Optimization exercise on an open flow, not production practice.
RTL: at most simulated, not proved equivalent.
Power: default activity.

File: design.v
`timescale 1ns / 1ps
module fa3(input x, input y, input z, output s, output c);
    assign s = x ^ y ^ z;
    assign c = (x & y) | (x & z) | (y & z);
endmodule
module ha2(input x, input y, output s, output c);
    assign s = x ^ y;
    assign c = x & y;
endmodule
`timescale 1ns / 1ps
module function_calculator(
    input clk_i,
    input rst_i,
    input [15:0] sw_i,
    input start_i,
    output busy_o,
    output [15:0] y_calc
 );
    function [3:0] low4;
        input [5:0] ar;
        low4 = {ar[3] & (ar[4] ^ ar[5]), ar[4] & ~ar[3], 1'b0, ar[3]} + ar[2:0];
    endfunction
    wire [7:0] b_i = sw_i[7:0];
    wire [2:0] r_d = (b_i >= 8'd216) ? 3'd6 :
                     (b_i >= 8'd125) ? 3'd5 :
                     (b_i >= 8'd64)  ? 3'd4 :
                     (b_i >= 8'd27)  ? 3'd3 :
                     (b_i >= 8'd8)   ? 3'd2 :
                     (b_i >= 8'd1)   ? 3'd1 : 3'd0;
    reg [7:0] aa;
    reg [2:0] rr;
    always @(posedge clk_i) begin
        if (rst_i) begin
            aa <= 8'd0;
            rr <= 3'd0;
        end else if (start_i) begin
            aa <= sw_i[15:8];
            rr <= r_d;
        end
    end
    wire n0 = aa[2] & ~aa[1];
    wire n1 = aa[2] & aa[1];
    wire n2 = aa[3] & ~aa[2];
    wire n3 = aa[3] & aa[2];
    wire n4 = aa[4] & ~aa[3];
    wire n5 = aa[4] & aa[3];
    wire n6 = aa[5] & ~aa[4];
    wire n7 = aa[5] & aa[4];
    wire n8 = aa[6] & ~aa[5];
    wire n9 = aa[6] & aa[5];
    wire n10 = aa[7] & ~aa[6];
    wire n11 = aa[7] & aa[6];
    wire n12 = aa[0] & aa[3];
    wire n13 = aa[0] & aa[4];
    wire n14 = aa[0] & aa[5];
    wire n15 = aa[0] & aa[6];
    wire n16 = aa[0] & aa[7];
    wire n17 = aa[1] & aa[3];
    wire n18 = aa[1] & aa[4];
    wire n19 = aa[1] & aa[5];
    wire n20 = aa[1] & aa[6];
    wire n21 = aa[1] & aa[7];
    wire n22 = aa[2] & aa[4];
    wire n23 = aa[2] & aa[5];
    wire n24 = aa[2] & aa[6];
    wire n25 = aa[2] & aa[7];
    wire n26 = aa[3] & aa[5];
    wire n27 = aa[3] & aa[6];
    wire n28 = aa[3] & aa[7];
    wire n29 = aa[4] & aa[6];
    wire n30 = aa[4] & aa[7];
    wire n31 = aa[5] & aa[7];
    wire n32 = aa[0] & aa[1] & aa[2];
    wire n33, n34;
    ha2 un33 (.x(n3), .y(n15), .s(n33), .c(n34));
    wire n35, n36;
    fa3 un35 (.x(n4), .y(n16), .z(n20), .s(n35), .c(n36));
    wire n37, n38;
    fa3 un37 (.x(n5), .y(n21), .z(n24), .s(n37), .c(n38));
    wire n39, n40;
    ha2 un39 (.x(n6), .y(n25), .s(n39), .c(n40));
    wire n41, n42;
    ha2 un41 (.x(n7), .y(n28), .s(n41), .c(n42));
    wire n43, n44;
    ha2 un43 (.x(n0), .y(n12), .s(n43), .c(n44));
    wire n45, n46;
    fa3 un45 (.x(n1), .y(n13), .z(n17), .s(n45), .c(n46));
    wire n47, n48;
    fa3 un47 (.x(n2), .y(n14), .z(n18), .s(n47), .c(n48));
    wire n49, n50;
    fa3 un49 (.x(n19), .y(n22), .z(n33), .s(n49), .c(n50));
    wire n51, n52;
    fa3 un51 (.x(n23), .y(n34), .z(n35), .s(n51), .c(n52));
    wire n53, n54;
    fa3 un53 (.x(n26), .y(n36), .z(n37), .s(n53), .c(n54));
    wire n55, n56;
    fa3 un55 (.x(n27), .y(n38), .z(n39), .s(n55), .c(n56));
    wire n57, n58;
    fa3 un57 (.x(n29), .y(n40), .z(n41), .s(n57), .c(n58));
    wire n59, n60;
    fa3 un59 (.x(n8), .y(n30), .z(n42), .s(n59), .c(n60));
    wire n61, n62;
    ha2 un61 (.x(n9), .y(n31), .s(n61), .c(n62));
    wire n63, n64;
    ha2 un63 (.x(n32), .y(n43), .s(n63), .c(n64));
    wire n65, n66;
    ha2 un65 (.x(n44), .y(n45), .s(n65), .c(n66));
    wire n67, n68;
    ha2 un67 (.x(n46), .y(n47), .s(n67), .c(n68));
    wire n69, n70;
    ha2 un69 (.x(n48), .y(n49), .s(n69), .c(n70));
    wire n71, n72;
    ha2 un71 (.x(n50), .y(n51), .s(n71), .c(n72));
    wire n73, n74;
    ha2 un73 (.x(n52), .y(n53), .s(n73), .c(n74));
    wire n75, n76;
    ha2 un75 (.x(n54), .y(n55), .s(n75), .c(n76));
    wire n77, n78;
    ha2 un77 (.x(n56), .y(n57), .s(n77), .c(n78));
    wire n79, n80;
    ha2 un79 (.x(n58), .y(n59), .s(n79), .c(n80));
    wire n81, n82;
    ha2 un81 (.x(n60), .y(n61), .s(n81), .c(n82));
    wire n83, n84;
    ha2 un83 (.x(n10), .y(n62), .s(n83), .c(n84));
    wire n85 = n64 | (n63 & 1'b0);
    wire n86 = n63 & 1'b0;
    wire n87 = n68 | (n67 & n66);
    wire n88 = n67 & n65;
    wire n89 = n72 | (n71 & n70);
    wire n90 = n71 & n69;
    wire n91 = n76 | (n75 & n74);
    wire n92 = n75 & n73;
    wire n93 = n80 | (n79 & n78);
    wire n94 = n79 & n77;
    wire n95 = n84 | (n83 & n82);
    wire n96 = n83 & n81;
    wire n97 = n66 | (n65 & n85);
    wire n98 = n65 & n86;
    wire n99 = n87 | (n88 & n85);
    wire n100 = n88 & n86;
    wire n101 = n74 | (n73 & n89);
    wire n102 = n73 & n90;
    wire n103 = n91 | (n92 & n89);
    wire n104 = n92 & n90;
    wire n105 = n82 | (n81 & n93);
    wire n106 = n81 & n94;
    wire n107 = n95 | (n96 & n93);
    wire n108 = n96 & n94;
    wire n109 = n70 | (n69 & n99);
    wire n110 = n69 & n100;
    wire n111 = n89 | (n90 & n99);
    wire n112 = n90 & n100;
    wire n113 = n101 | (n102 & n99);
    wire n114 = n102 & n100;
    wire n115 = n103 | (n104 & n99);
    wire n116 = n104 & n100;
    wire n117 = 1'b0 | (n11 & n107);
    wire n118 = n11 & n108;
    wire n119 = n78 | (n77 & n115);
    wire n120 = n77 & n116;
    wire n121 = n93 | (n94 & n115);
    wire n122 = n94 & n116;
    wire n123 = n105 | (n106 & n115);
    wire n124 = n106 & n116;
    wire n125 = n107 | (n108 & n115);
    wire n126 = n108 & n116;
    wire n127 = n117 | (n118 & n115);
    wire n128 = n118 & n116;
    wire n129 = n65 ^ n85;
    wire n130 = n67 ^ n97;
    wire n131 = n69 ^ n99;
    wire n132 = n71 ^ n109;
    wire n133 = n73 ^ n111;
    wire n134 = n75 ^ n113;
    wire n135 = n77 ^ n115;
    wire n136 = n79 ^ n119;
    wire n137 = n81 ^ n121;
    wire n138 = n83 ^ n123;
    wire n139 = n11 ^ n125;
    wire [11:0] hi = {n139, n138, n137, n136, n135, n134, n133, n132, n131, n130, n129, n63};
    assign y_calc = {hi, low4({aa[2:0], rr})};
    assign busy_o = 1'b0;
endmodule
File: flow/run.sh
#!/bin/bash
# Standard layout, with the port buffers inserted as buf_1 cells instead of
# the resizer's default choice (clkdlybuf4s50_1, larger and slower).
set -euo pipefail
echo 'export BUFFER_PORTS_ARGS = -buffer_cell sky130_fd_sc_hd__buf_1' >> config.mk
bash standard.sh > standard.log 2>&1
File: standard.sh
#!/bin/bash
# synth_recipe.tcl (not shown) runs the flow's synth.tcl, then flattens the netlist and writes it again
# the make line also repeats each setting of config.mk as NAME=value (left out here)
make -C /OpenROAD-flow-scripts/flow DESIGN_CONFIG=/design/flow/config.mk WORK_HOME=/design/flow/orfs CLKGATE_MAP_FILE= SYNTH_SCRIPT=/design/flow/synth_recipe.tcl "${@:-finish}"
File: config.mk
export PLATFORM = sky130hd
export DESIGN_NAME = function_calculator
export DESIGN_NICKNAME = function_calculator
export VERILOG_FILES = /design/flow/design.v
export SDC_FILE = /design/flow/constraint.sdc
export NUM_CORES = 4
export LEC_CHECK = 0
export ABC_AREA = 0
export CAP_MARGIN = 20
export CORE_MARGIN = 2
export CORE_UTILIZATION = 40
export SLEW_MARGIN = 20
export SYNTH_HIERARCHICAL = 1
export SYNTH_MINIMUM_KEEP_SIZE = 0
export BUFFER_PORTS_ARGS = -buffer_cell sky130_fd_sc_hd__buf_1
File: constraint.sdc
create_clock -name core_clock -period 5.0 [get_ports {clk_i}]
set_input_delay 1.0000 -clock core_clock [delete_from_list [all_inputs] [get_ports {clk_i}]]
set_output_delay 1.0000 -clock core_clock [all_outputs]
set_load 0.01 [all_outputs]
==> results of run 1 <==
kinds of logic after synthesis:
family          count (synthesis)  share of synthesized area, %
buf+inv                        18                          7.68
flops                          11                          14.4
compound gates                 30                          13.1
other cells                     1                         0.245
fa+ha+maj                      34                          32.7
simple gates                   63                          21.6
mux                             8                          5.23
xor+xnor                        9                          5.15
power by group through the flow:
stage / Sequential (mW) / Combinational [mW] / Clock (mW)
final: 0.102 / 0.0695 / 0.0854
after global routing: 0.104 / 0.0800 / 0.0906
after CTS: 0.102 / 0.0710 / 0.0863
after detailed placement: 0.104 / 0.0705 / 0
after global placement: 0.104 / 0.0709 / 0
after floorplan: 0.101 / 0.0615 / 0
placed cells by master (no fill, tap or decap), types with 2 or more instances in the layout:
cell type	Yosys	layout
sky130_fd_sc_hd__buf_1	0	34
sky130_fd_sc_hd__and2_1	25	25
sky130_fd_sc_hd__ha_1	24	24
sky130_fd_sc_hd__nor2_1	17	17
sky130_fd_sc_hd__dfxtp_1	11	11
sky130_fd_sc_hd__a21oi_1	10	10
sky130_fd_sc_hd__fa_1	10	10
sky130_fd_sc_hd__nand2_1	9	9
sky130_fd_sc_hd__nor2b_1	8	8
sky130_fd_sc_hd__mux2i_1	8	8
sky130_fd_sc_hd__xnor2_1	5	5
sky130_fd_sc_hd__o21ai_0	5	5
sky130_fd_sc_hd__xor2_1	4	4
sky130_fd_sc_hd__inv_1	3	3
sky130_fd_sc_hd__clkbuf_8	0	3
sky130_fd_sc_hd__a21o_1	2	2
sky130_fd_sc_hd__a21boi_0	2	2
sky130_fd_sc_hd__a211oi_1	2	2
Yosys stat by module (local to each module, per instance):
module | area (sq um) | flops+latches | cells inside
fa3 | 20.0 | 0 | 1
ha2 | 12.5 | 0 | 1
function_calculator | 1130 | 11 | 148
area by class of cell:
class,instances,area [sq um],area share (%)
Clock buffer,4,45.0,2.72
Tap cell,48,60.1,3.62
Multi-Input combinational cell,145,1190,72.0
Timing Repair Buffer,34,128,7.70
Inverter,3,11.3,0.679
Sequential cell,11,220,13.3
path summary, 6_finish.rpt:
| path | end | cells after the start |
|---|---|---|
| min | rr[1] | 2 |
| min reg2reg | rr[1] | 2 |
| max reg2reg | aa[2] | 2 |
| max | y_calc[12] | 12 |
per-stage QoR:
| step | utilization, % | power, mW | instances | setup WS, ns | area [sq um] |
|---|---|---|---|---|---|
| finish | 45.3 | 0.257 | 245 | 0.471 | 1660 |
| global route | 45.3 | 0.275 | 245 | 0.202 | 1660 |
| global placement | 44.1 | 0.175 | 241 | 0.821 | 1610 |
| floorplan | - | 0.162 | 174 | 0.999 | 1530 |
| CTS | 45.3 | 0.260 | 245 | 0.487 | 1660 |
| detailed placement | 44.1 | 0.175 | 241 | 0.748 | 1610 |
flip-flops by register name, summed over array words and instances, names as in the netlist:
name  count
rr        3
aa        8
metal layers:
layer / global-route usage [%] / routed length, um / vias up
met2: 24.7 / 1230 / 17
li1: - / - / 622
met3: 2.39 / 78 / 2
met1: 16.5 / 1250 / 534
met4: 3.13 / 19 / 0
met5: 0 / 0 / -
worst max-delay path, cell delays in order, from the launching register on:
cell and delay (ns):
sky130_fd_sc_hd__dfxtp_1 0.48, sky130_fd_sc_hd__and2_1 0.21, sky130_fd_sc_hd__fa_1 0.45, sky130_fd_sc_hd__fa_1 0.47, sky130_fd_sc_hd__ha_1 0.36, sky130_fd_sc_hd__a21oi_1 0.21, sky130_fd_sc_hd__o21ai_0 0.17, sky130_fd_sc_hd__a21oi_1 0.24
sky130_fd_sc_hd__o21ai_0 0.11, sky130_fd_sc_hd__ha_1 0.18, sky130_fd_sc_hd__nor2_1 0.13, sky130_fd_sc_hd__xnor2_1 0.13, sky130_fd_sc_hd__buf_1 0.16
==> impl_metrics.py, run 1 <==
metrics = {
    "pwr": {
        "total_switching_power_mw": 0.0764,
        "power_switching_share_pct": 29.7,
        "clockPowerShare_pct": 33.2,
        "irDropWorstVdd_v": 0.000132,
        "powerDensity_nw_per_um2": 155,
        "seq_power_share_pct": 39.8,
        "leakage_dissipation_nw": 0.831,
        "combinationalPowerShare_pct": 27.0,
        "power_report.internal_total_mw": 0.181,
    },
    "routing": {
        "drt-total-wl_um": 2570,
        "antenna_viol_nets_final": 0,
        "detail_route.iter0.violations": 19,
        "dr_pass1_iterations": 3,
        "avgRoutedWirePerCell_um": 10.5,
        "post-route-drc-count": 0,
        "via_per_inst": 4.80,
        "vias": 1175,
    },
    "min_path": {
        "min-delay-start": "rr[1]",
        "worstHoldPathType": "reg -> reg",
    },
    "cells_and_area": {
        "drive_gt1_share_pct": 3.55,
        "areaGrowthSynthToFinish_pct": 8.25,
        "filler_cell_count": 401,
        "antenna_diode_instance_count": 0,
        "fin_nets": 251,
    },
    "worst_setup_path": {
        "critical_path_arrival_ns": 3.53,
        "worstReg2RegStart": "aa[2]",
        "timing.critical_path.fanout_max": 10,
        "setup.worst_path.start_class": "flip-flop",
        "timing.reg2reg.setup_slack_ns": 4.22,
        "worst-setup-path-type": "reg -> out",
        "crit_end_category": "output port",
        "crit_start": "aa[6]",
        "worst-endpoint-required_ns": 4.00,
    },
    "synth": {
        "yosysUniqueCellTypes": 33,
        "synth.yosys.seq_area_share_pct": 14.4,
        "cell_with_the_most_instances_after_synthesis": "sky130_fd_sc_hd__and2_1",
        "synthDominantAreaCellType": "sky130_fd_sc_hd__ha_1",
        "synth_area_leaders": "sky130_fd_sc_hd__ha_1 20%, sky130_fd_sc_hd__dfxtp_1 14%, sky130_fd_sc_hd__fa_1 13%",
        "asyncSetResetFlopFracSynth_pct": 0,
        "syn_warnings": 7,
        "synthesis.area_sq_um": 1530,
        "synth.avg_cell_area_sq_um": 8.80,
        "synth-seq-cells": 11,
        "yosys_most_used_dff": "sky130_fd_sc_hd__dfxtp_1",
        "netlist.area_leader.share_pct": 19.6,
        "syn_inst": 174,
        "yosys-top-cells-count": "25 x sky130_fd_sc_hd__and2_1, 24 x sky130_fd_sc_hd__ha_1, 17 x sky130_fd_sc_hd__nor2_1",
        "synth_edf_count": 0,
        "synthesis.nets": 227,
    },
    "clock_network": {
        "cts.sink_count": 11,
        "clock_buffer_count_from_cts": 3,
        "clock_insertion_delay_worst_skew_ns": 0.23,
        "cts-resized-gates": 0,
        "clock_tree.root_cell": "sky130_fd_sc_hd__clkbuf_8",
        "tritoncts": "done",
        "clock_path_buffers": 2,
        "h_tree_levels": 1,
        "holdBufCountCts": 0,
        "path_clk_slew_ns": 0.05,
        "post_cts.repair.setup_buffers": 0,
    },
    "sta": {
        "aggregate_negative_setup_slack_ns": 0,
        "timing.fmax_mhz": 221,
        "hold_violations": 0,
        "tightestPinTransition_ns": 0.781,
        "fin_crit_sh_pct": 90.6,
        "layout_min_cycle_time_ns": 4.53,
        "timing.clock.skew_ns": 0,
        "drv_slew": 0,
        "setup-violations-final": 0,
        "slew_headroom_pct": 47.9,
        "grt_setup_unrepaired": "false",
        "hold_slack_ns": 0.498,
    },
    "floorplan": {
        "fp.coreArea_sq_um": 3660,
        "std_cell_rows": 22,
        "die_w_um": 65.9,
        "die-height_um": 65.9,
        "pin_count": 36,
        "fp.dieArea_sq_um": 4340,
        "initial_utilization_pct": 41.8,
    },
    "place": {
        "portBuffers": 34,
        "dp_hpwl_um": 2140,
        "gp_congestion": 0.780,
    },
    "flow_run": {
        "max_cap_viol_count": 0,
    },
    "run_status": {
        "run_status": "no timing/DRC/antenna violations",
    },
    "global_routing": {
        "grt_use_total_pct": 13.6,
        "global_route.overflow_total": 0,
        "number_of_global_route_vias_before_repair": 1178,
        "grt_antenna_before_repair": 0,
        "pin_count_of_the_biggest_net_entering_global_routing": 15,
        "grt_pass1_wl_um": 4730,
    },
}
Testbench counts, summed over its fixed seeds: cycles 1,280, items 1,280.
==> run 2, diff against run 1 <==
--- a/config.mk
+++ b/config.mk
@@ -9,6 +9,7 @@
 export CAP_MARGIN = 20
 export CORE_MARGIN = 2
 export CORE_UTILIZATION = 40
+export SETUP_SLACK_MARGIN = 0.5
 export SLEW_MARGIN = 20
 export SYNTH_HIERARCHICAL = 1
 export SYNTH_MINIMUM_KEEP_SIZE = 0
==> run 2 against run 1 <==
- register-to-register slack is essentially flat
- clock-buffer cell count is the same
- die area is the same
- largest power group unchanged
- first-iteration DRC count shrank 32%
- synthesized cell count is the same
- worst hold slack is the same
- still clean
- clock skew is the same
- routed wire length grew 1.1%
- cell area grew 1.4%
- setup slack gained 0.25 ns
- cell count is the same
- maximum frequency grew 5.9%
==> impl_metrics.py, run 2 <==
metrics = {
    "run_status": {
        "run_status": "no timing/DRC/antenna violations",
    },
    "clock_network": {
        "clock_buffer_count_from_cts": 3,
        "clock_tree.root_cell": "sky130_fd_sc_hd__clkbuf_8",
        "clock_path_buffers": 2,
        "clock_insertion_delay_worst_skew_ns": 0.23,
        "holdBufCountCts": 0,
        "cts.sink_count": 11,
        "h_tree_levels": 1,
        "path_clk_slew_ns": 0.04,
        "tritoncts": "done",
    },
    "sta": {
        "slew_headroom_pct": 48.2,
        "aggregate_negative_setup_slack_ns": 0,
        "drv_slew": 0,
        "fin_crit_sh_pct": 85.5,
        "grt_setup_unrepaired": "false",
        "timing.clock.skew_ns": 0,
        "hold_violations": 0,
        "setup-violations-final": 0,
        "layout_min_cycle_time_ns": 4.28,
        "postLayoutSetupSlackWorst_ns": 0.724,
        "tightestPinTransition_ns": 0.777,
        "timing.fmax_mhz": 234,
    },
    "cells_and_area": {
        "antenna_diode_instance_count": 0,
        "regMostFlops": "aa",
        "mostFrequentLayoutCell": "sky130_fd_sc_hd__buf_1",
        "max_ffs_per_register": 8,
        "areaGrowthSynthToFinish_pct": 9.80,
        "multi_input_area_sq_um": 1210,
        "filler_cell_count": 398,
        "drive_gt1_share_pct": 6.60,
        "top_regs": "aa x8, rr x3",
        "sequential_cell_area_sq_um": 224,
        "fin_nets": 251,
        "commonest_cells_after_routing_fill_and_taps_aside": "34 x sky130_fd_sc_hd__buf_1, 25 x sky130_fd_sc_hd__and2_1, 23 x sky130_fd_sc_hd__ha_1, 17 x sky130_fd_sc_hd__nor2_1, 10 x sky130_fd_sc_hd__fa_1",
    },
    "floorplan": {
        "die-height_um": 65.9,
        "pin_count": 36,
        "initial_utilization_pct": 41.8,
        "fp.dieArea_sq_um": 4340,
        "die_w_um": 65.9,
        "fp.coreArea_sq_um": 3660,
        "std_cell_rows": 22,
    },
    "synth": {
        "synth.yosys.seq_area_share_pct": 14.4,
        "synthDominantAreaCellType": "sky130_fd_sc_hd__ha_1",
        "netlist.area_leader.share_pct": 19.6,
        "yosys-top-cells-count": "25 x sky130_fd_sc_hd__and2_1, 24 x sky130_fd_sc_hd__ha_1, 17 x sky130_fd_sc_hd__nor2_1",
        "yosysUniqueCellTypes": 33,
        "syn_warnings": 7,
        "synthesis.nets": 227,
        "synthesis.area_sq_um": 1530,
        "synth-seq-cells": 11,
        "syn_inst": 174,
        "yosys_most_used_dff": "sky130_fd_sc_hd__dfxtp_1",
        "synth.avg_cell_area_sq_um": 8.80,
        "asyncSetResetFlopFracSynth_pct": 0,
        "cell_with_the_most_instances_after_synthesis": "sky130_fd_sc_hd__and2_1",
        "synth_area_leaders": "sky130_fd_sc_hd__ha_1 20%, sky130_fd_sc_hd__dfxtp_1 14%, sky130_fd_sc_hd__fa_1 13%",
        "synth_edf_count": 0,
    },
    "pwr": {
        "irDropWorstVdd_v": 0.000132,
        "powerDensity_nw_per_um2": 155,
        "p_total_mw": 0.260,
        "leakage_dissipation_nw": 0.830,
    },
    "place": {
        "dp_hpwl_um": 2140,
        "dp_slack_ns": 0.748,
        "portBuffers": 34,
        "gp_congestion": 0.780,
    },
    "routing": {
        "via_per_inst": 4.82,
        "topRoutingLayerUsed": "met4",
        "met3RoutedLength_um": 71,
        "post-route-drc-count": 0,
        "avgRoutedWirePerCell_um": 10.6,
        "wirelength_met1_um": 1260,
        "vias": 1181,
        "met2WireLength_um": 1250,
        "antenna_viol_nets_final": 0,
        "detail_route.iter0.violations": 13,
        "dr_pass1_iterations": 4,
        "drt-total-wl_um": 2600,
    },
    "worst_setup_path": {
        "critical_path_arrival_ns": 3.28,
        "timing.reg2reg.setup_slack_ns": 4.22,
        "ff_to_ff_path_depth": 2,
        "crit_start": "aa[0]",
        "worst-endpoint-required_ns": 4.00,
        "crit-reg2reg-capture": "aa[2]",
        "timing.critical_path.fanout_max": 10,
        "critPathCapture": "y_calc[12]",
        "setup.worst_path.start_class": "flip-flop",
        "worst-setup-path-type": "reg -> out",
        "worstReg2RegStart": "aa[2]",
        "crit_end_category": "output port",
    },
    "global_routing": {
        "grt_use_total_pct": 13.6,
        "pin_count_of_the_biggest_net_entering_global_routing": 15,
        "global_route.overflow_total": 0,
        "number_of_global_route_vias_before_repair": 1178,
        "grt_antenna_before_repair": 0,
        "grt_pass1_wl_um": 4730,
    },
    "flow_run": {
        "max_cap_viol_count": 0,
    },
    "min_path": {
        "worstHoldPathType": "reg -> reg",
        "whs_path_depth": 2,
    },
}
run 2: cell counts after synthesis:
Identical to the previous run, type by type.
run 2: kinds of logic after synthesis:
kind of cell    after synthesis  synth area share [%]
mux                           8                  5.23
xor+xnor                      9                  5.15
buf+inv                      18                  7.68
other cells                   1                 0.245
fa+ha+maj                    34                  32.7
flops                        11                  14.4
simple gates                 63                  21.6
compound gates               30                  13.1
run 2: power by group:
part	switching (mW)	internal, mW	leakage (nW)	total [mW]
Clock	0.0296	0.0556	0.0228	0.0853
Combinational	0.0388	0.0332	0.716	0.0720
Sequential	0.00893	0.0938	0.0919	0.103
Total	0.0773	0.183	0.830	0.260
run 2: layout make-up:
class	count	area share, %
timing repair buffer	34	7.59
multi-input combinational	145	72.2
sequential	11	13.3
inverter	3	0.670
tap	48	3.57
clock buffer	4	2.68
run 2: worst min-delay path by stage:
stage	from	endpoint	slack, ns
2_1_floorplan	rr[1]	rr[1]	0.46
3_3_place_gp	rr[1]	rr[1]	0.49
3_5_place_dp	rr[1]	rr[1]	0.49
4_1_cts	rr[1]	rr[1]	0.50
5_1_grt	rr[1]	rr[1]	0.53
6_report	rr[1]	rr[1]	0.50
run 2: what timing repair did:
item | 4_1_cts | 5_1_grt
resized for setup | 1 | 6
pin swaps | 0 | 1
buffers inserted | 0 | 0
setup endpoints to repair | 1 | 2
run 2: metal layers:
metal,up-vias,track usage [%]
met5,-,0
met4,0,3.13
met3,2,2.39
met2,19,24.7
met1,536,16.5
li1,624,-
run 2: critical path, stage by stage, from the launching register on:
cell and delay, ns:
sky130_fd_sc_hd__dfxtp_1 0.38, sky130_fd_sc_hd__and2_1 0.21, sky130_fd_sc_hd__fa_1 0.57, sky130_fd_sc_hd__fa_1 0.46, sky130_fd_sc_hd__ha_4 0.31, sky130_fd_sc_hd__o211ai_2 0.10
sky130_fd_sc_hd__o21ai_1 0.24, sky130_fd_sc_hd__a21oi_2 0.10, sky130_fd_sc_hd__o21ai_0 0.17, sky130_fd_sc_hd__ha_1 0.17, sky130_fd_sc_hd__nor2_1 0.05, sky130_fd_sc_hd__xnor2_1 0.13
sky130_fd_sc_hd__buf_1 0.16
run 2: stage by stage:
stage	hold WS (ns)	instances	utilization (%)	area (sq um)
after global placement	0.488	241	44.1	1610
after CTS	0.498	245	45.3	1660
after detailed placement	0.489	241	44.1	1610
after global routing	0.525	245	45.9	1680
final	0.498	245	45.9	1680
after floorplan	0.463	174	-	1530
run 2: modules after synthesis, one instance, submodules excluded:
module	cells	copies in the design	flops+latches
function_calculator	148	1	11
fa3	1	10	0
ha2	1	16	0
==> run 3, diff against run 2 <==
--- a/config.mk
+++ b/config.mk
@@ -5,7 +5,7 @@
 export SDC_FILE = /design/flow/constraint.sdc
 export NUM_CORES = 4
 export LEC_CHECK = 0
-export ABC_AREA = 0
+export ABC_AREA = 1
 export CAP_MARGIN = 20
 export CORE_MARGIN = 2
 export CORE_UTILIZATION = 40
==> run 3 against run 2 <==
- clock skew unchanged
- critical path depth increased by 1
- maximum frequency increased by 2.2%
- die area increased by 5.9%
- power increased by 11%
- clock power increased by 4.6%
- critical endpoint unchanged
==> impl_metrics.py, run 3 <==
metrics = {
    "cells_and_area": {
        "multi_input_area_sq_um": 1090,
        "regMostFlops": "aa",
        "top_regs": "aa x8, rr x3",
        "drive_gt1_share_pct": 2.69,
        "max_ffs_per_register": 8,
        "antenna_diode_instance_count": 0,
        "areaGrowthSynthToFinish_pct": 5.69,
        "mostFrequentLayoutCell": "sky130_fd_sc_hd__nand2_1",
        "commonest_cells_after_routing_fill_and_taps_aside": "64 x sky130_fd_sc_hd__nand2_1, 46 x sky130_fd_sc_hd__inv_1, 34 x sky130_fd_sc_hd__buf_1, 24 x sky130_fd_sc_hd__ha_1, 22 x sky130_fd_sc_hd__nor2_1",
        "sequential_cell_area_sq_um": 220,
        "filler_cell_count": 451,
        "postLayoutCoreUtil_pct": 43.3,
        "fin_nets": 314,
    },
    "clock_network": {
        "tritoncts": "done",
        "clock_insertion_delay_worst_skew_ns": 0.24,
        "post_cts.repair.setup_buffers": 0,
        "clock_path_buffers": 2,
        "h_tree_levels": 1,
        "path_clk_slew_ns": 0.05,
        "holdBufCountCts": 0,
        "clock_buffer_count_from_cts": 3,
        "clock_tree.root_cell": "sky130_fd_sc_hd__clkbuf_8",
        "cts.sink_count": 11,
        "cts-resized-gates": 0,
    },
    "global_routing": {
        "grt_pass1_wl_um": 5000,
        "number_of_global_route_vias_before_repair": 1273,
        "grt_use_total_pct": 14.0,
        "grt_antenna_before_repair": 0,
        "pin_count_of_the_biggest_net_entering_global_routing": 18,
        "global_route.overflow_total": 0,
    },
    "worst_setup_path": {
        "critical_path_arrival_ns": 3.18,
        "ff_to_ff_path_depth": 2,
        "worst-endpoint-required_ns": 4.00,
        "worst-setup-path-type": "reg -> out",
        "timing.critical_path.fanout_max": 9,
        "timing.reg2reg.setup_slack_ns": 4.20,
        "crit_end_category": "output port",
        "worstReg2RegStart": "aa[0]",
        "setup.worst_path.start_class": "flip-flop",
        "crit-reg2reg-capture": "aa[0]",
    },
    "synth": {
        "synthesis.area_sq_um": 1630,
        "synth-seq-cells": 11,
        "synth.avg_cell_area_sq_um": 6.73,
        "synthDominantAreaCellType": "sky130_fd_sc_hd__ha_1",
        "synth.yosys.seq_area_share_pct": 13.5,
        "synthesis.nets": 295,
        "cell_with_the_most_instances_after_synthesis": "sky130_fd_sc_hd__nand2_1",
        "yosys-top-cells-count": "64 x sky130_fd_sc_hd__nand2_1, 46 x sky130_fd_sc_hd__inv_1, 24 x sky130_fd_sc_hd__ha_1",
        "syn_inst": 242,
        "asyncSetResetFlopFracSynth_pct": 0,
        "synth_edf_count": 0,
        "yosysUniqueCellTypes": 26,
        "synth_area_leaders": "sky130_fd_sc_hd__ha_1 18%, sky130_fd_sc_hd__nand2_1 15%, sky130_fd_sc_hd__dfxtp_1 14%",
        "netlist.area_leader.share_pct": 18.4,
        "yosys_most_used_dff": "sky130_fd_sc_hd__dfxtp_1",
        "syn_warnings": 7,
    },
    "sta": {
        "timing.clock.skew_ns": 0,
        "aggregate_negative_setup_slack_ns": 0,
        "setup-violations-final": 0,
        "drv_slew": 0,
        "hold_violations": 0,
        "grt_setup_unrepaired": "false",
        "layout_min_cycle_time_ns": 4.18,
        "postLayoutSetupSlackWorst_ns": 0.818,
        "fin_crit_sh_pct": 83.6,
        "timing.fmax_mhz": 239,
    },
    "flow_run": {
        "max_cap_viol_count": 0,
    },
    "floorplan": {
        "initial_utilization_pct": 41.0,
        "fp.dieArea_sq_um": 4600,
        "pin_count": 36,
        "die_w_um": 67.8,
        "std_cell_rows": 23,
        "die-height_um": 67.8,
        "fp.coreArea_sq_um": 3970,
    },
    "pwr": {
        "leakage_dissipation_nw": 1.11,
        "powerDensity_nw_per_um2": 167,
        "irDropWorstVdd_v": 0.000106,
    },
    "routing": {
        "met3RoutedLength_um": 67,
        "dr_pass1_iterations": 4,
        "vias": 1369,
        "avgRoutedWirePerCell_um": 8.67,
        "wirelength_met1_um": 1320,
        "met2WireLength_um": 1260,
        "via_per_inst": 4.42,
        "drt-total-wl_um": 2690,
        "post-route-drc-count": 0,
        "topRoutingLayerUsed": "met4",
        "detail_route.iter0.violations": 38,
        "antenna_viol_nets_final": 0,
    },
    "place": {
        "portBuffers": 34,
        "gp_congestion": 0.799,
        "dp_slack_ns": 1.05,
        "dp_hpwl_um": 2310,
    },
    "min_path": {
        "holdPathEnd": "rr[0]",
        "whs_path_depth": 2,
        "min-delay-start": "rr[0]",
        "worstHoldPathType": "reg -> reg",
    },
    "run_status": {
        "run_status": "no timing/DRC/antenna violations",
    },
}
run 3: cell types whose count changed in the layout (fill, tap and decap cells not counted), moves of 3 or more:
cell | before | now
sky130_fd_sc_hd__nand2_1 | 9 | 64
sky130_fd_sc_hd__inv_1 | 3 | 46
sky130_fd_sc_hd__and2_1 | 25 | 0
sky130_fd_sc_hd__mux2i_1 | 8 | 0
sky130_fd_sc_hd__nor2b_1 | 8 | 0
sky130_fd_sc_hd__o21ai_0 | 4 | 10
sky130_fd_sc_hd__a21oi_1 | 8 | 13
sky130_fd_sc_hd__nand3_1 | 0 | 5
sky130_fd_sc_hd__nor2_1 | 17 | 22
sky130_fd_sc_hd__dfxtp_1 | 8 | 11
sky130_fd_sc_hd__dfxtp_2 | 3 | 0
run 3: stage by stage:
step	power [mW]	hold WS [ns]	area, sq um	std cells
after global routing	0.315	0.516	1720	310
after floorplan	0.193	0.442	1630	242
after global placement	0.202	0.478	1680	306
final	0.288	0.479	1720	310
after CTS	0.292	0.485	1720	310
after detailed placement	0.202	0.477	1680	306
run 3: cell families after synthesis:
family	synth area share [%]
AOI/OAI and AO/OA	10.4
xor gates and xnor gates	3.23
other	0.230
and+or+nand+nor	22.5
buffers and inverters	19.4
DFF	13.5
adders and majority gates	30.7
run 3: worst max-delay path by stage:
stage / start / endpoint
3_5_place_dp: aa[4] / y_calc[12]
3_3_place_gp: aa[4] / y_calc[12]
2_1_floorplan: aa[4] / y_calc[12]
4_1_cts: aa[4] / y_calc[12]
5_1_grt: aa[6] / y_calc[12]
6_report: aa[4] / y_calc[12]
run 3: Yosys stat by module (local to each module, per instance):
module               cells inside  area (sq um)  copies in the design  flops+latches
function_calculator           216          1230                     1             11
fa3                             1          20.0                    10              0
ha2                             1          12.5                    16              0
run 3: final cells by class:
type                       instances  area share (%)
sequential                        11            12.8
multi-input combinational        165            63.5
tap                               50            3.64
timing repair buffer              34            7.42
inverter                          46            10.0
clock buffer                       4            2.62
run 3: worst max-delay path: stages (launching register included):
cell and delay, ns:
sky130_fd_sc_hd__dfxtp_1 0.47, sky130_fd_sc_hd__inv_1 0.09, sky130_fd_sc_hd__nor2_1 0.13, sky130_fd_sc_hd__fa_1 0.45, sky130_fd_sc_hd__fa_1 0.46, sky130_fd_sc_hd__ha_1 0.35, sky130_fd_sc_hd__a21oi_2 0.17, sky130_fd_sc_hd__nor2_1 0.05
sky130_fd_sc_hd__nor2_1 0.10, sky130_fd_sc_hd__nand2_2 0.09, sky130_fd_sc_hd__ha_1 0.18, sky130_fd_sc_hd__nor2_1 0.12, sky130_fd_sc_hd__xnor2_1 0.12, sky130_fd_sc_hd__buf_1 0.16
run 3: per-layer routing:
| layer | track usage [%] | vias up |
|---|---|---|
| met4 | 5.25 | 0 |
| met3 | 1.50 | 4 |
| li1 | - | 764 |
| met2 | 24.8 | 21 |
| met5 | 0 | - |
| met1 | 17.4 | 580 |
run 3: report_power, final:
part | leakage (nW) | total [mW] | internal [mW] | switching (mW)
logic | 1.00 | 0.0936 | 0.0377 | 0.0559
registers | 0.0915 | 0.105 | 0.0942 | 0.0111
clock network | 0.0228 | 0.0892 | 0.0560 | 0.0332
==> run 4, diff against run 3 <==
--- a/config.mk
+++ b/config.mk
@@ -9,7 +9,6 @@
 export CAP_MARGIN = 20
 export CORE_MARGIN = 2
 export CORE_UTILIZATION = 40
-export SETUP_SLACK_MARGIN = 0.5
 export SLEW_MARGIN = 20
 export SYNTH_HIERARCHICAL = 1
 export SYNTH_MINIMUM_KEEP_SIZE = 0
==> run 4 against run 3 <==
- non-clock buffer count did not move
- cell count did not move
- clock power barely moved
- power is the same
- global-route usage is the same
- maximum frequency stayed put
==> impl_metrics.py, run 4 <==
metrics = {
    "run_status": {
        "run_status": "no timing/DRC/antenna violations",
    },
    "sta": {
        "aggregate_negative_setup_slack_ns": 0,
        "layout_min_cycle_time_ns": 4.18,
        "timing.clock.skew_ns": 0,
        "fin_crit_sh_pct": 83.6,
        "timing.fmax_mhz": 239,
        "drv_slew": 0,
        "hold_violations": 0,
        "postLayoutSetupSlackWorst_ns": 0.818,
        "setup-violations-final": 0,
        "grt_setup_unrepaired": "false",
    },
    "cells_and_area": {
        "max_ffs_per_register": 8,
        "antenna_diode_instance_count": 0,
        "multi_input_area_sq_um": 1090,
        "filler_cell_count": 451,
        "sequential_cell_area_sq_um": 220,
        "regMostFlops": "aa",
        "mostFrequentLayoutCell": "sky130_fd_sc_hd__nand2_1",
        "fin_nets": 314,
        "commonest_cells_after_routing_fill_and_taps_aside": "64 x sky130_fd_sc_hd__nand2_1, 46 x sky130_fd_sc_hd__inv_1, 34 x sky130_fd_sc_hd__buf_1, 24 x sky130_fd_sc_hd__ha_1, 22 x sky130_fd_sc_hd__nor2_1",
        "areaGrowthSynthToFinish_pct": 5.69,
        "top_regs": "aa x8, rr x3",
        "stdcell_area_sq_um": 1720,
        "drive_gt1_share_pct": 2.69,
    },
    "place": {
        "dp_hpwl_um": 2310,
        "portBuffers": 34,
        "place_area_sq_um": 1680,
        "gp_congestion": 0.799,
        "dp_slack_ns": 1.05,
    },
    "synth": {
        "yosys-top-cells-count": "64 x sky130_fd_sc_hd__nand2_1, 46 x sky130_fd_sc_hd__inv_1, 24 x sky130_fd_sc_hd__ha_1",
        "synthesis.nets": 295,
        "syn_inst": 242,
        "asyncSetResetFlopFracSynth_pct": 0,
        "yosys_most_used_dff": "sky130_fd_sc_hd__dfxtp_1",
        "synth.yosys.seq_area_share_pct": 13.5,
        "synth_area_leaders": "sky130_fd_sc_hd__ha_1 18%, sky130_fd_sc_hd__nand2_1 15%, sky130_fd_sc_hd__dfxtp_1 14%",
        "netlist.area_leader.share_pct": 18.4,
        "synth-seq-cells": 11,
        "syn_warnings": 7,
        "synth_edf_count": 0,
        "yosysUniqueCellTypes": 26,
        "cell_with_the_most_instances_after_synthesis": "sky130_fd_sc_hd__nand2_1",
        "synthesis.area_sq_um": 1630,
        "synth.avg_cell_area_sq_um": 6.73,
        "synthDominantAreaCellType": "sky130_fd_sc_hd__ha_1",
    },
    "pwr": {
        "irDropWorstVdd_v": 0.000106,
        "powerDensity_nw_per_um2": 167,
        "leakage_dissipation_nw": 1.11,
    },
    "clock_network": {
        "clock_buffer_count_from_cts": 3,
        "clock_tree.root_cell": "sky130_fd_sc_hd__clkbuf_8",
        "clock_insertion_delay_worst_skew_ns": 0.24,
        "holdBufCountCts": 0,
        "clock_path_buffers": 2,
        "tritoncts": "done",
        "cts-resized-gates": 0,
        "post_cts.repair.setup_buffers": 0,
        "h_tree_levels": 1,
        "cts.sink_count": 11,
        "path_clk_slew_ns": 0.05,
    },
    "worst_setup_path": {
        "crit_end_category": "output port",
        "crit-reg2reg-capture": "aa[0]",
        "ff_to_ff_path_depth": 2,
        "crit_start": "aa[4]",
        "setup.worst_path.start_class": "flip-flop",
        "worst-endpoint-required_ns": 4.00,
        "timing.critical_path.fanout_max": 9,
        "worst-setup-path-type": "reg -> out",
        "critPathCapture": "y_calc[12]",
        "timing.reg2reg.setup_slack_ns": 4.20,
        "worstReg2RegStart": "aa[0]",
        "critical_path_arrival_ns": 3.18,
    },
    "global_routing": {
        "grt_antenna_before_repair": 0,
        "global_route.overflow_total": 0,
        "grt_pass1_wl_um": 5000,
        "number_of_global_route_vias_before_repair": 1273,
        "pin_count_of_the_biggest_net_entering_global_routing": 18,
        "grt_use_total_pct": 14.0,
    },
    "routing": {
        "post-route-drc-count": 0,
        "dr_pass1_iterations": 4,
        "detail_route.iter0.violations": 38,
        "antenna_viol_nets_final": 0,
        "vias": 1369,
        "drt-total-wl_um": 2690,
        "avgRoutedWirePerCell_um": 8.67,
        "via_per_inst": 4.42,
    },
    "min_path": {
        "worstHoldPathType": "reg -> reg",
    },
    "flow_run": {
        "max_cap_viol_count": 0,
    },
    "floorplan": {
        "fp.dieArea_sq_um": 4600,
        "die-height_um": 67.8,
        "initial_utilization_pct": 41.0,
        "pin_count": 36,
        "std_cell_rows": 23,
        "die_w_um": 67.8,
        "fp.coreArea_sq_um": 3970,
    },
}
[run 4: worst min-delay path by stage]
stage / slack, ns / from / endpoint / cells past startpoint
2_1_floorplan: 0.44 / rr[0] / rr[0] / 2
3_3_place_gp: 0.48 / rr[0] / rr[0] / 2
3_5_place_dp: 0.48 / rr[0] / rr[0] / 2
4_1_cts: 0.49 / rr[0] / rr[0] / 2
5_1_grt: 0.52 / rr[0] / rr[0] / 2
6_report: 0.48 / rr[0] / rr[0] / 2
[run 4: per-module statistics from Yosys, one instance, submodules excluded]
| module | copies in the design | area, sq um |
|---|---|---|
| fa3 | 10 | 20.0 |
| function_calculator | 1 | 1230 |
| ha2 | 16 | 12.5 |
[run 4: area by class of cell]
type                    instances  share of cell area, %
clock buffers                   4                   2.62
inverters                      46                   10.0
multi-input cells             165                   63.5
flip-flops and latches         11                   12.8
well taps                      50                   3.64
repair buffers                 34                   7.42
[run 4: per-stage QoR]
step | power (mW) | utilization, % | instances | hold WS (ns)
finish | 0.288 | 43.3 | 310 | 0.479
detailed placement | 0.202 | 42.2 | 306 | 0.477
global placement | 0.202 | 42.2 | 306 | 0.478
floorplan | 0.193 | - | 242 | 0.442
CTS | 0.292 | 43.3 | 310 | 0.485
global route | 0.315 | 43.3 | 310 | 0.516
[run 4: kinds of logic (layout without fill, tap and decap cells)]
logic type      Yosys count  count (layout)  synth area share, %
compound gates           30              30                 10.4
xor+xnor                  6               6                 3.23
fa+ha+maj                34              34                 30.7
buf+inv                  66              84                 19.4
flops                    11              11                 13.5
other cells               1               1                0.230
simple gates             94              94                 22.5
[run 4: routing by layer]
| metal | share of wire (%) | GRT usage, % | vias to the layer above |
|---|---|---|---|
| li1 | - | - | 764 |
| met1 | 49 | 17.4 | 580 |
| met2 | 47 | 24.8 | 21 |
| met3 | 2.5 | 1.50 | 4 |
| met4 | 1.5 | 5.25 | 0 |
| met5 | 0 | 0 | - |
[run 4: critical path, cell delays in order, from the launching register on]
cell                      delay (ns)
sky130_fd_sc_hd__dfxtp_1        0.47
sky130_fd_sc_hd__inv_1          0.09
sky130_fd_sc_hd__nor2_1         0.13
sky130_fd_sc_hd__fa_1           0.45
sky130_fd_sc_hd__fa_1           0.46
sky130_fd_sc_hd__ha_1           0.35
sky130_fd_sc_hd__a21oi_2        0.17
sky130_fd_sc_hd__nor2_1         0.05
sky130_fd_sc_hd__nor2_1         0.10
sky130_fd_sc_hd__nand2_2        0.09
sky130_fd_sc_hd__ha_1           0.18
sky130_fd_sc_hd__nor2_1         0.12
sky130_fd_sc_hd__xnor2_1        0.12
sky130_fd_sc_hd__buf_1          0.16
[run 4: report_power, final]
group	switching, mW	leakage [nW]	internal [mW]	total, mW
clock network	0.0332	0.0228	0.0560	0.0892
logic	0.0559	1.00	0.0377	0.0936
registers	0.0111	0.0915	0.0942	0.105
==> run 5, diff against run 4 <==
--- a/config.mk
+++ b/config.mk
@@ -9,6 +9,7 @@
 export CAP_MARGIN = 20
 export CORE_MARGIN = 2
 export CORE_UTILIZATION = 40
+export CTS_BUF_LIST = sky130_fd_sc_hd__clkbuf_4
 export SLEW_MARGIN = 20
 export SYNTH_HIERARCHICAL = 1
 export SYNTH_MINIMUM_KEEP_SIZE = 0
==> run 5 against run 4 <==
- cell area fell by 0.87%
- critical path depth unchanged
- routed wire length decreased by 0.74%
- still clean on timing, DRC and antenna
- power decreased by 8.7%
- clock skew unchanged
==> impl_metrics.py, run 5 <==
metrics = {
    "run_status": {
        "run_status": "no timing/DRC/antenna violations",
    },
    "worst_setup_path": {
        "timing.critical_path.fanout_max": 9,
        "critical_path.cell_chain": "inv_1 -> nor2_1 -> fa_1 -> fa_1 -> ha_1 -> a21oi_2 -> nor2_1 -> nor2_1 -> nand2_2 -> ha_1 -> nor2_1 -> xnor2_1 -> buf_1",
        "crit_end_category": "output port",
        "worst_path_max_delay_cell": "sky130_fd_sc_hd__dfxtp_1",
        "ff_to_ff_path_depth": 2,
        "worst-setup-path-type": "reg -> out",
        "timing.reg2reg.setup_slack_ns": 4.19,
        "cp_slowest_stage_delay_ns": 0.47,
        "crit-reg2reg-capture": "aa[0]",
        "critical_path_arrival_ns": 3.21,
        "worstReg2RegStart": "aa[0]",
        "worst-endpoint-required_ns": 4.00,
        "worst_path_most_repeated_cell": "sky130_fd_sc_hd__nor2_1",
        "setup.worst_path.start_class": "flip-flop",
    },
    "synth": {
        "synth.avg_cell_area_sq_um": 6.73,
        "synth_compound_area_share_pct": 10.4,
        "syn_inst": 242,
        "synth.yosys.seq_area_share_pct": 13.5,
        "synthesis.nets": 295,
        "synthAdderAreaFrac_pct": 30.7,
        "post_synth_xor_area_fraction_pct": 3.23,
        "synthesis.area_sq_um": 1630,
        "yosys-top-cells-count": "64 x sky130_fd_sc_hd__nand2_1, 46 x sky130_fd_sc_hd__inv_1, 24 x sky130_fd_sc_hd__ha_1",
        "netlist.area_leader.share_pct": 18.4,
        "cell_with_the_most_instances_after_synthesis": "sky130_fd_sc_hd__nand2_1",
        "asyncSetResetFlopFracSynth_pct": 0,
        "yosys.area_share.simple_pct": 22.5,
        "yosys_most_used_dff": "sky130_fd_sc_hd__dfxtp_1",
        "synth-seq-cells": 11,
        "synthDominantAreaCellType": "sky130_fd_sc_hd__ha_1",
        "syn_warnings": 7,
        "synth_edf_count": 0,
        "largest_family_of_logic_cells_by_synthesized_area": "adder cells",
        "yosysUniqueCellTypes": 26,
        "synth_area_leaders": "sky130_fd_sc_hd__ha_1 18%, sky130_fd_sc_hd__nand2_1 15%, sky130_fd_sc_hd__dfxtp_1 14%",
        "muxShareOfSynthArea_pct": 0,
    },
    "routing": {
        "topRoutingLayerUsed": "met4",
        "dr_pass1_iterations": 5,
        "drt-total-wl_um": 2670,
        "met3RoutedLength_um": 63,
        "via_per_inst": 4.43,
        "wirelength_met1_um": 1300,
        "avgRoutedWirePerCell_um": 8.61,
        "detail_route.iter0.violations": 35,
        "vias": 1372,
        "antenna_viol_nets_final": 0,
        "post-route-drc-count": 0,
        "met2WireLength_um": 1280,
    },
    "floorplan": {
        "initial_utilization_pct": 41.0,
        "std_cell_rows": 23,
        "fp.dieArea_sq_um": 4600,
        "die_w_um": 67.8,
        "fp.coreArea_sq_um": 3970,
        "die-height_um": 67.8,
        "pin_count": 36,
    },
    "cells_and_area": {
        "antenna_diode_instance_count": 0,
        "filler_cell_count": 451,
        "top_regs": "aa x8, rr x3",
        "mostFrequentLayoutCell": "sky130_fd_sc_hd__nand2_1",
        "commonest_cells_after_routing_fill_and_taps_aside": "64 x sky130_fd_sc_hd__nand2_1, 46 x sky130_fd_sc_hd__inv_1, 34 x sky130_fd_sc_hd__buf_1, 24 x sky130_fd_sc_hd__ha_1, 22 x sky130_fd_sc_hd__nor2_1",
        "postLayoutCoreUtil_pct": 42.9,
        "max_ffs_per_register": 8,
        "areaGrowthSynthToFinish_pct": 4.77,
        "regMostFlops": "aa",
        "fin_nets": 314,
        "drive_gt1_share_pct": 3.08,
        "multi_input_area_sq_um": 1090,
        "sequential_cell_area_sq_um": 220,
    },
    "sta": {
        "grt_setup_unrepaired": "false",
        "hold_violations": 0,
        "timing.fmax_mhz": 238,
        "fin_crit_sh_pct": 84.2,
        "aggregate_negative_setup_slack_ns": 0,
        "setup-violations-final": 0,
        "timing.clock.skew_ns": 0,
        "drv_slew": 0,
        "layout_min_cycle_time_ns": 4.21,
    },
    "pwr": {
        "leakage_dissipation_nw": 1.11,
        "clockPowerShare_pct": 24.5,
        "combinationalPowerShare_pct": 35.6,
        "power_switching_share_pct": 36.2,
        "power_report.internal_total_mw": 0.168,
        "seq_power_share_pct": 39.9,
        "p_total_mw": 0.263,
        "irDropWorstVdd_v": 0.0000948,
        "powerDensity_nw_per_um2": 154,
        "total_switching_power_mw": 0.0951,
    },
    "global_routing": {
        "grt_pass1_wl_um": 4970,
        "grt_antenna_before_repair": 0,
        "global_route.overflow_total": 0,
        "number_of_global_route_vias_before_repair": 1275,
        "grt_use_total_pct": 13.7,
        "pin_count_of_the_biggest_net_entering_global_routing": 18,
    },
    "place": {
        "portBuffers": 34,
        "gp_congestion": 0.799,
        "dp_hpwl_um": 2310,
    },
    "clock_network": {
        "clock_path_buffers": 2,
        "tritoncts": "done",
        "holdBufCountCts": 0,
        "h_tree_levels": 1,
        "cts.sink_count": 11,
        "clock_buffer_count_from_cts": 3,
        "post_cts.repair.setup_buffers": 0,
        "clock_tree.root_cell": "sky130_fd_sc_hd__clkbuf_4",
        "clock_insertion_delay_worst_skew_ns": 0.26,
        "cts-resized-gates": 0,
        "path_clk_slew_ns": 0.07,
    },
    "min_path": {
        "holdPathEnd": "rr[0]",
        "min-delay-start": "rr[0]",
        "whs_path_depth": 2,
        "worstHoldPathType": "reg -> reg",
    },
    "flow_run": {
        "max_cap_viol_count": 0,
    },
}
[run 5: cell counts after synthesis]
Identical to the previous run, type by type.
[run 5: final cells by class]
type / instances / area share, %
Inverter: 46 / 10.1
Timing Repair Buffer: 34 / 7.48
Sequential cell: 11 / 12.9
Multi-Input combinational cell: 165 / 64.0
Clock buffer: 4 / 1.76
Tap cell: 50 / 3.67
[run 5: worst max-delay path by stage]
stage / to / depth (start not counted) / startpoint
after floorplan: y_calc[12] / 14 / aa[4]
after global placement: y_calc[12] / 13 / aa[4]
after detailed placement: y_calc[12] / 13 / aa[4]
after CTS: y_calc[12] / 13 / aa[4]
after global routing: y_calc[12] / 13 / aa[6]
final: y_calc[12] / 13 / aa[4]
[run 5: kinds of logic (layout without fill, tap and decap cells)]
logic type               count (synthesis)  after routing
flip-flops                              11             11
AND/OR/NAND/NOR                         94             94
buffers and inverters                   66             84
other                                    1              1
AO/OA/AOI/OAI                           30             30
XOR/XNOR                                 6              6
adder cells (fa/ha/maj)                 34             34
[run 5: through the flow]
| stage | instances | hold WS, ns | instance area [sq um] | setup WS [ns] |
|---|---|---|---|---|
| floorplan | 242 | 0.442 | 1630 | 1.13 |
| global placement | 306 | 0.478 | 1680 | 1.09 |
| detailed placement | 306 | 0.477 | 1680 | 1.05 |
| CTS | 310 | 0.488 | 1710 | 0.755 |
| global route | 310 | 0.520 | 1710 | 0.507 |
| finish | 310 | 0.483 | 1710 | 0.790 |
[run 5: critical path, delay by kind of cell, from the launching register on]
kind                       cells  cell delay, ns
buffers and inverters          2            0.25
xor gates and xnor gates       1            0.12
and+or+nand+nor                5            0.49
AOI/OAI and AO/OA              1            0.17
adders and majority gates      4            1.44
DFF                            1            0.47
[run 5: metal layers]
metal	GRT usage (%)	up-vias
met4	4.50	0
met2	24.8	22
met1	17.4	584
met5	0	-
met3	0.500	2
li1	-	764
[run 5: power groups by stage]
stage | registers [mW] | logic [mW] | clock network [mW]
6_report | 0.105 | 0.0936 | 0.0644
5_1_grt | 0.107 | 0.111 | 0.0713
4_1_cts | 0.105 | 0.0959 | 0.0676
3_5_place_dp | 0.107 | 0.0951 | 0
3_3_place_gp | 0.107 | 0.0952 | 0
2_1_floorplan | 0.0994 | 0.0940 | 0
[run 5: per-module statistics from Yosys (local to each module, per instance)]
module | area [sq um] | copies in the design | flip-flops and latches
function_calculator | 1230 | 1 | 11
fa3 | 20.0 | 10 | 0
ha2 | 12.5 | 16 | 0
==> run 6, diff against run 5 <==
--- a/config.mk
+++ b/config.mk
@@ -10,6 +10,8 @@
 export CORE_MARGIN = 2
 export CORE_UTILIZATION = 40
 export CTS_BUF_LIST = sky130_fd_sc_hd__clkbuf_4
+export CTS_CLUSTER_DIAMETER = 200
+export CTS_CLUSTER_SIZE = 30
 export SLEW_MARGIN = 20
 export SYNTH_HIERARCHICAL = 1
 export SYNTH_MINIMUM_KEEP_SIZE = 0
==> run 6 against run 5 <==
- clock power is essentially flat
- global-route usage unchanged
- sequential power barely moved
- core utilization stayed put
- clock skew unchanged
- highest routed layer unchanged
- sequential share of layout area unchanged
==> impl_metrics.py, run 6 <==
metrics = {
    "run_status": {
        "run_status": "no timing/DRC/antenna violations",
    },
    "cells_and_area": {
        "fin_nets": 314,
        "filler_cell_count": 451,
        "areaGrowthSynthToFinish_pct": 4.77,
        "max_ffs_per_register": 8,
        "commonest_cells_after_routing_fill_and_taps_aside": "64 x sky130_fd_sc_hd__nand2_1, 46 x sky130_fd_sc_hd__inv_1, 34 x sky130_fd_sc_hd__buf_1, 24 x sky130_fd_sc_hd__ha_1, 22 x sky130_fd_sc_hd__nor2_1",
        "regMostFlops": "aa",
        "antenna_diode_instance_count": 0,
        "drive_gt1_share_pct": 3.08,
        "mostFrequentLayoutCell": "sky130_fd_sc_hd__nand2_1",
        "top_regs": "aa x8, rr x3",
        "stdcell_count": 310,
    },
    "sta": {
        "aggregate_negative_setup_slack_ns": 0,
        "setup-violations-final": 0,
        "hold_violations": 0,
        "drv_slew": 0,
        "grt_setup_unrepaired": "false",
        "layout_min_cycle_time_ns": 4.21,
        "fin_crit_sh_pct": 84.2,
        "timing.fmax_mhz": 238,
        "timing.clock.skew_ns": 0,
    },
    "global_routing": {
        "grt_use_total_pct": 13.7,
        "number_of_global_route_vias_before_repair": 1275,
        "grt_pass1_wl_um": 4970,
        "grt_antenna_before_repair": 0,
        "pin_count_of_the_biggest_net_entering_global_routing": 18,
        "global_route.overflow_total": 0,
    },
    "routing": {
        "avgRoutedWirePerCell_um": 8.61,
        "detail_route.iter0.violations": 35,
        "drt-total-wl_um": 2670,
        "vias": 1372,
        "dr_pass1_iterations": 5,
        "antenna_viol_nets_final": 0,
        "post-route-drc-count": 0,
        "via_per_inst": 4.43,
    },
    "synth": {
        "syn_inst": 242,
        "synth.avg_cell_area_sq_um": 6.73,
        "netlist.area_leader.share_pct": 18.4,
        "synthesis.area_sq_um": 1630,
        "synth_area_leaders": "sky130_fd_sc_hd__ha_1 18%, sky130_fd_sc_hd__nand2_1 15%, sky130_fd_sc_hd__dfxtp_1 14%",
        "synthDominantAreaCellType": "sky130_fd_sc_hd__ha_1",
        "synth_edf_count": 0,
        "syn_warnings": 7,
        "yosys-top-cells-count": "64 x sky130_fd_sc_hd__nand2_1, 46 x sky130_fd_sc_hd__inv_1, 24 x sky130_fd_sc_hd__ha_1",
        "asyncSetResetFlopFracSynth_pct": 0,
        "yosysUniqueCellTypes": 26,
        "cell_with_the_most_instances_after_synthesis": "sky130_fd_sc_hd__nand2_1",
        "yosys_most_used_dff": "sky130_fd_sc_hd__dfxtp_1",
        "synth.yosys.seq_area_share_pct": 13.5,
        "synth-seq-cells": 11,
        "synthesis.nets": 295,
    },
    "worst_setup_path": {
        "worst-endpoint-required_ns": 4.00,
        "worst_path_most_repeated_cell": "sky130_fd_sc_hd__nor2_1",
        "worst-setup-path-type": "reg -> out",
        "setup.worst_path.start_class": "flip-flop",
        "worst_path_max_delay_cell": "sky130_fd_sc_hd__dfxtp_1",
        "timing.critical_path.fanout_max": 9,
        "cp_slowest_stage_delay_ns": 0.47,
        "critical_path_arrival_ns": 3.21,
        "cp_num_buf_inv": 2,
        "crit_end_category": "output port",
        "critical_path.top_delay_family": "adder cells",
        "critical_path.cell_chain": "inv_1 -> nor2_1 -> fa_1 -> fa_1 -> ha_1 -> a21oi_2 -> nor2_1 -> nor2_1 -> nand2_2 -> ha_1 -> nor2_1 -> xnor2_1 -> buf_1",
    },
    "place": {
        "place.detailed.instances": 306,
        "portBuffers": 34,
        "dp_hpwl_um": 2310,
        "gp_congestion": 0.799,
    },
    "pwr": {
        "leakage_dissipation_nw": 1.11,
        "irDropWorstVdd_v": 0.0000948,
        "powerDensity_nw_per_um2": 154,
    },
    "clock_network": {
        "cts-resized-gates": 0,
        "h_tree_levels": 1,
        "cts.sink_count": 11,
        "clock_path_buffers": 2,
        "clock_insertion_delay_worst_skew_ns": 0.26,
        "clock_buffer_count_from_cts": 3,
        "post_cts.repair.setup_buffers": 0,
        "tritoncts": "done",
        "holdBufCountCts": 0,
        "clock_tree.root_cell": "sky130_fd_sc_hd__clkbuf_4",
        "path_clk_slew_ns": 0.07,
    },
    "floorplan": {
        "pin_count": 36,
        "fp.coreArea_sq_um": 3970,
        "std_cell_rows": 23,
        "die_w_um": 67.8,
        "fp.dieArea_sq_um": 4600,
        "die-height_um": 67.8,
        "initial_utilization_pct": 41.0,
    },
    "flow_run": {
        "max_cap_viol_count": 0,
    },
    "min_path": {
        "worstHoldPathType": "reg -> reg",
    },
}
==> run 6: cell counts after synthesis <==
No cell type changed its count.
==> run 6: final timing paths <==
| check | from | to | slack (ns) | cells past startpoint |
|---|---|---|---|---|
| worst max register to register | aa[0] | aa[0] | 4.19 | 2 |
| worst max-delay path | aa[4] | y_calc[12] | 0.79 | 13 |
| worst min-delay path | rr[0] | rr[0] | 0.48 | 2 |
| worst min register to register | rr[0] | rr[0] | 0.48 | 2 |
==> run 6: area by class of cell <==
cell class                 instances  area (sq um)  share of cell area, %
timing repair buffer              34           128                   7.48
sequential                        11           220                   12.9
clock buffer                       4          30.0                   1.76
inverter                          46           173                   10.1
multi-input combinational        165          1090                   64.0
tap                               50          62.6                   3.67
==> run 6: logic make-up after synthesis <==
family,synth area share [%]
buffers and inverters,19.4
XOR/XNOR,3.23
flip-flops,13.5
AO/OA/AOI/OAI,10.4
other,0.230
adder cells (fa/ha/maj),30.7
AND/OR/NAND/NOR,22.5
==> run 6: modules after synthesis, one instance, submodules excluded <==
module	cells	cell area (sq um)	times used	flip-flops and latches
function_calculator	216	1230	1	11
fa3	1	20.0	10	0
ha2	1	12.5	16	0
==> run 6: power by group <==
group | leakage, nW | total, mW | switching [mW] | internal, mW
clock | 0.0184 | 0.0644 | 0.0282 | 0.0362
sequential | 0.0915 | 0.105 | 0.0111 | 0.0939
combinational | 1.00 | 0.0936 | 0.0559 | 0.0377
total | 1.11 | 0.263 | 0.0951 | 0.168
==> run 6: per-layer routing <==
layer	vias to the layer above	share of wire (%)	global-route usage [%]
li1	764	-	-
met1	584	49	17.4
met2	22	48	24.8
met3	2	2.4	0.500
met4	0	0.79	4.50
met5	-	0	0
==> run 6: worst register-to-register path: cells and delay by family, from the launching register on <==
kind / cells / cell delay, ns
AO/OA/AOI/OAI: 1 / 0.14
buffers and inverters: 1 / 0.11
flip-flops: 1 / 0.49
==> run 6: stage by stage <==
stage / total power, mW / hold WS, ns / worst slack, ns / area, sq um / util [%]
5_1_grt: 0.290 / 0.520 / 0.507 / 1710 / 42.9
2_1_floorplan: 0.193 / 0.442 / 1.13 / 1630 / -
3_3_place_gp: 0.202 / 0.478 / 1.09 / 1680 / 42.2
6_report: 0.263 / 0.483 / 0.790 / 1710 / 42.9
4_1_cts: 0.268 / 0.488 / 0.755 / 1710 / 42.9
3_5_place_dp: 0.202 / 0.477 / 1.05 / 1680 / 42.2
==> run 7, diff against run 6 <==
--- a/config.mk
+++ b/config.mk
@@ -9,7 +9,6 @@
 export CAP_MARGIN = 20
 export CORE_MARGIN = 2
 export CORE_UTILIZATION = 40
-export CTS_BUF_LIST = sky130_fd_sc_hd__clkbuf_4
 export CTS_CLUSTER_DIAMETER = 200
 export CTS_CLUSTER_SIZE = 30
 export SLEW_MARGIN = 20
==> run 7 against run 6 <==
- still clean on timing, DRC and antenna
- sequential power about the same
- clock-buffer cell count unchanged
- clock skew unchanged
- register-to-register slack about the same
- cell area up 0.88%
- sequential share of layout area down 0.11 points
- die area unchanged
- cell count unchanged
- critical endpoint unchanged
- highest routed layer unchanged
==> impl_metrics.py, run 7 <==
metrics = {
    "run_status": {
        "run_status": "no timing/DRC/antenna violations",
    },
    "synth": {
        "netlist.area_leader.share_pct": 18.4,
        "synthAdderAreaFrac_pct": 30.7,
        "asyncSetResetFlopFracSynth_pct": 0,
        "synthDominantAreaCellType": "sky130_fd_sc_hd__ha_1",
        "synth_compound_area_share_pct": 10.4,
        "synth-seq-cells": 11,
        "cell_with_the_most_instances_after_synthesis": "sky130_fd_sc_hd__nand2_1",
        "syn_warnings": 7,
        "largest_family_of_logic_cells_by_synthesized_area": "adder cells",
        "synth.yosys.seq_area_share_pct": 13.5,
        "synthesis.area_sq_um": 1630,
        "post_synth_xor_area_fraction_pct": 3.23,
        "synth_edf_count": 0,
        "synthesis.nets": 295,
        "yosysUniqueCellTypes": 26,
        "yosys_most_used_dff": "sky130_fd_sc_hd__dfxtp_1",
        "muxShareOfSynthArea_pct": 0,
        "synth_area_leaders": "sky130_fd_sc_hd__ha_1 18%, sky130_fd_sc_hd__nand2_1 15%, sky130_fd_sc_hd__dfxtp_1 14%",
        "yosys-top-cells-count": "64 x sky130_fd_sc_hd__nand2_1, 46 x sky130_fd_sc_hd__inv_1, 24 x sky130_fd_sc_hd__ha_1",
        "syn_inst": 242,
    },
    "floorplan": {
        "die-height_um": 67.8,
        "fp.coreArea_sq_um": 3970,
        "pin_count": 36,
        "die_w_um": 67.8,
        "std_cell_rows": 23,
        "initial_utilization_pct": 41.0,
        "fp.dieArea_sq_um": 4600,
    },
    "worst_setup_path": {
        "path_depth": 13,
        "worst-endpoint-required_ns": 4.00,
        "worst-setup-path-type": "reg -> out",
        "cp_num_buf_inv": 2,
        "worst_path_most_repeated_cell": "sky130_fd_sc_hd__nor2_1",
        "timing.reg2reg.setup_slack_ns": 4.20,
        "critical_path.top_delay_family": "adder cells",
        "critical_path_arrival_ns": 3.18,
        "critPathCapture": "y_calc[12]",
        "critical_path.cell_chain": "inv_1 -> nor2_1 -> fa_1 -> fa_1 -> ha_1 -> a21oi_2 -> nor2_1 -> nor2_1 -> nand2_2 -> ha_1 -> nor2_1 -> xnor2_1 -> buf_1",
        "worst_path_max_delay_cell": "sky130_fd_sc_hd__dfxtp_1",
        "crit_end_category": "output port",
        "crit_start": "aa[4]",
        "worstReg2RegStart": "aa[0]",
        "setup.worst_path.start_class": "flip-flop",
        "crit-reg2reg-capture": "aa[0]",
        "cp_slowest_stage_delay_ns": 0.47,
        "ff_to_ff_path_depth": 2,
        "timing.critical_path.fanout_max": 9,
    },
    "routing": {
        "post-route-drc-count": 0,
        "vias": 1369,
        "avgRoutedWirePerCell_um": 8.67,
        "antenna_viol_nets_final": 0,
        "dr_pass1_iterations": 4,
        "detail_route.iter0.violations": 38,
        "drt-total-wl_um": 2690,
    },
    "global_routing": {
        "grt_use_total_pct": 14.0,
        "grt_pass1_wl_um": 5000,
        "pin_count_of_the_biggest_net_entering_global_routing": 18,
        "global_route.overflow_total": 0,
        "grt_antenna_before_repair": 0,
        "number_of_global_route_vias_before_repair": 1273,
    },
    "clock_network": {
        "clock_tree.root_cell": "sky130_fd_sc_hd__clkbuf_8",
        "post_cts.repair.setup_buffers": 0,
        "clock_insertion_delay_worst_skew_ns": 0.24,
        "clock_path_buffers": 2,
        "holdBufCountCts": 0,
        "h_tree_levels": 1,
        "cts-resized-gates": 0,
        "cts.sink_count": 11,
        "tritoncts": "done",
        "clock_buffer_count_from_cts": 3,
    },
    "place": {
        "place_area_sq_um": 1680,
        "dp_hpwl_um": 2310,
        "gp_congestion": 0.799,
        "dp_slack_ns": 1.05,
        "portBuffers": 34,
    },
    "flow_run": {
        "max_cap_viol_count": 0,
    },
    "cells_and_area": {
        "areaGrowthSynthToFinish_pct": 5.69,
        "max_ffs_per_register": 8,
        "regMostFlops": "aa",
        "commonest_cells_after_routing_fill_and_taps_aside": "64 x sky130_fd_sc_hd__nand2_1, 46 x sky130_fd_sc_hd__inv_1, 34 x sky130_fd_sc_hd__buf_1, 24 x sky130_fd_sc_hd__ha_1, 22 x sky130_fd_sc_hd__nor2_1",
        "top_regs": "aa x8, rr x3",
        "antenna_diode_instance_count": 0,
        "filler_cell_count": 451,
        "stdcell_area_sq_um": 1720,
        "drive_gt1_share_pct": 2.69,
        "postLayoutCoreUtil_pct": 43.3,
        "fin_nets": 314,
    },
    "sta": {
        "grt_setup_unrepaired": "false",
        "hold_violations": 0,
        "layout_min_cycle_time_ns": 4.18,
        "timing.fmax_mhz": 239,
        "drv_slew": 0,
        "fin_crit_sh_pct": 83.6,
        "postLayoutSetupSlackWorst_ns": 0.818,
        "setup-violations-final": 0,
        "timing.clock.skew_ns": 0,
        "aggregate_negative_setup_slack_ns": 0,
    },
    "pwr": {
        "irDropWorstVdd_v": 0.000106,
        "p_total_mw": 0.288,
        "powerDensity_nw_per_um2": 167,
        "leakage_dissipation_nw": 1.11,
    },
    "min_path": {
        "worstHoldPathType": "reg -> reg",
    },
}
-- run 7: kinds of logic after synthesis --
| group | count (synthesis) |
|---|---|
| buf+inv | 66 |
| flops | 11 |
| fa+ha+maj | 34 |
| other cells | 1 |
| compound gates | 30 |
| xor+xnor | 6 |
| simple gates | 94 |
-- run 7: area by class of cell --
class                           count  area, sq um  area share, %
Timing Repair Buffer               34          128           7.42
Clock buffer                        4         45.0           2.62
Multi-Input combinational cell    165         1090           63.5
Tap cell                           50         62.6           3.64
Sequential cell                    11          220           12.8
Inverter                           46          173           10.0
-- run 7: stage by stage --
| step | instances | hold slack [ns] |
|---|---|---|
| global route | 310 | 0.516 |
| detailed placement | 306 | 0.477 |
| finish | 310 | 0.479 |
| global placement | 306 | 0.478 |
| floorplan | 242 | 0.442 |
| CTS | 310 | 0.485 |
-- run 7: report_power, final --
group	switching (mW)	internal, mW	total [mW]
combinational	0.0559	0.0377	0.0936
sequential	0.0111	0.0942	0.105
clock	0.0332	0.0560	0.0892
total	0.100	0.188	0.288
-- run 7: worst min path at each step --
| stage | endpoint | start | slack [ns] | cells after the start |
|---|---|---|---|---|
| after floorplan | rr[0] | rr[0] | 0.44 | 2 |
| after global placement | rr[0] | rr[0] | 0.48 | 2 |
| after detailed placement | rr[0] | rr[0] | 0.48 | 2 |
| after CTS | rr[0] | rr[0] | 0.49 | 2 |
| after global routing | rr[0] | rr[0] | 0.52 | 2 |
| final | rr[0] | rr[0] | 0.48 | 2 |
-- run 7: worst register-to-register path, stage by stage, from the launching register on --
cell and delay (ns):
sky130_fd_sc_hd__dfxtp_1 0.48, sky130_fd_sc_hd__inv_1 0.11, sky130_fd_sc_hd__a21oi_1 0.14
-- run 7: modules after synthesis, one instance, submodules excluded --
module               flops+latches  cells inside  times used  cell area (sq um)
fa3                              0             1          10               20.0
ha2                              0             1          16               12.5
function_calculator             11           216           1               1230
-- run 7: metal layers --
metal | vias up | track usage (%) | wire (um)
met5 | - | 0 | 0
met4 | 0 | 5.25 | 40
met3 | 4 | 1.50 | 67
met2 | 21 | 24.8 | 1260
met1 | 580 | 17.4 | 1320
li1 | 764 | - | -
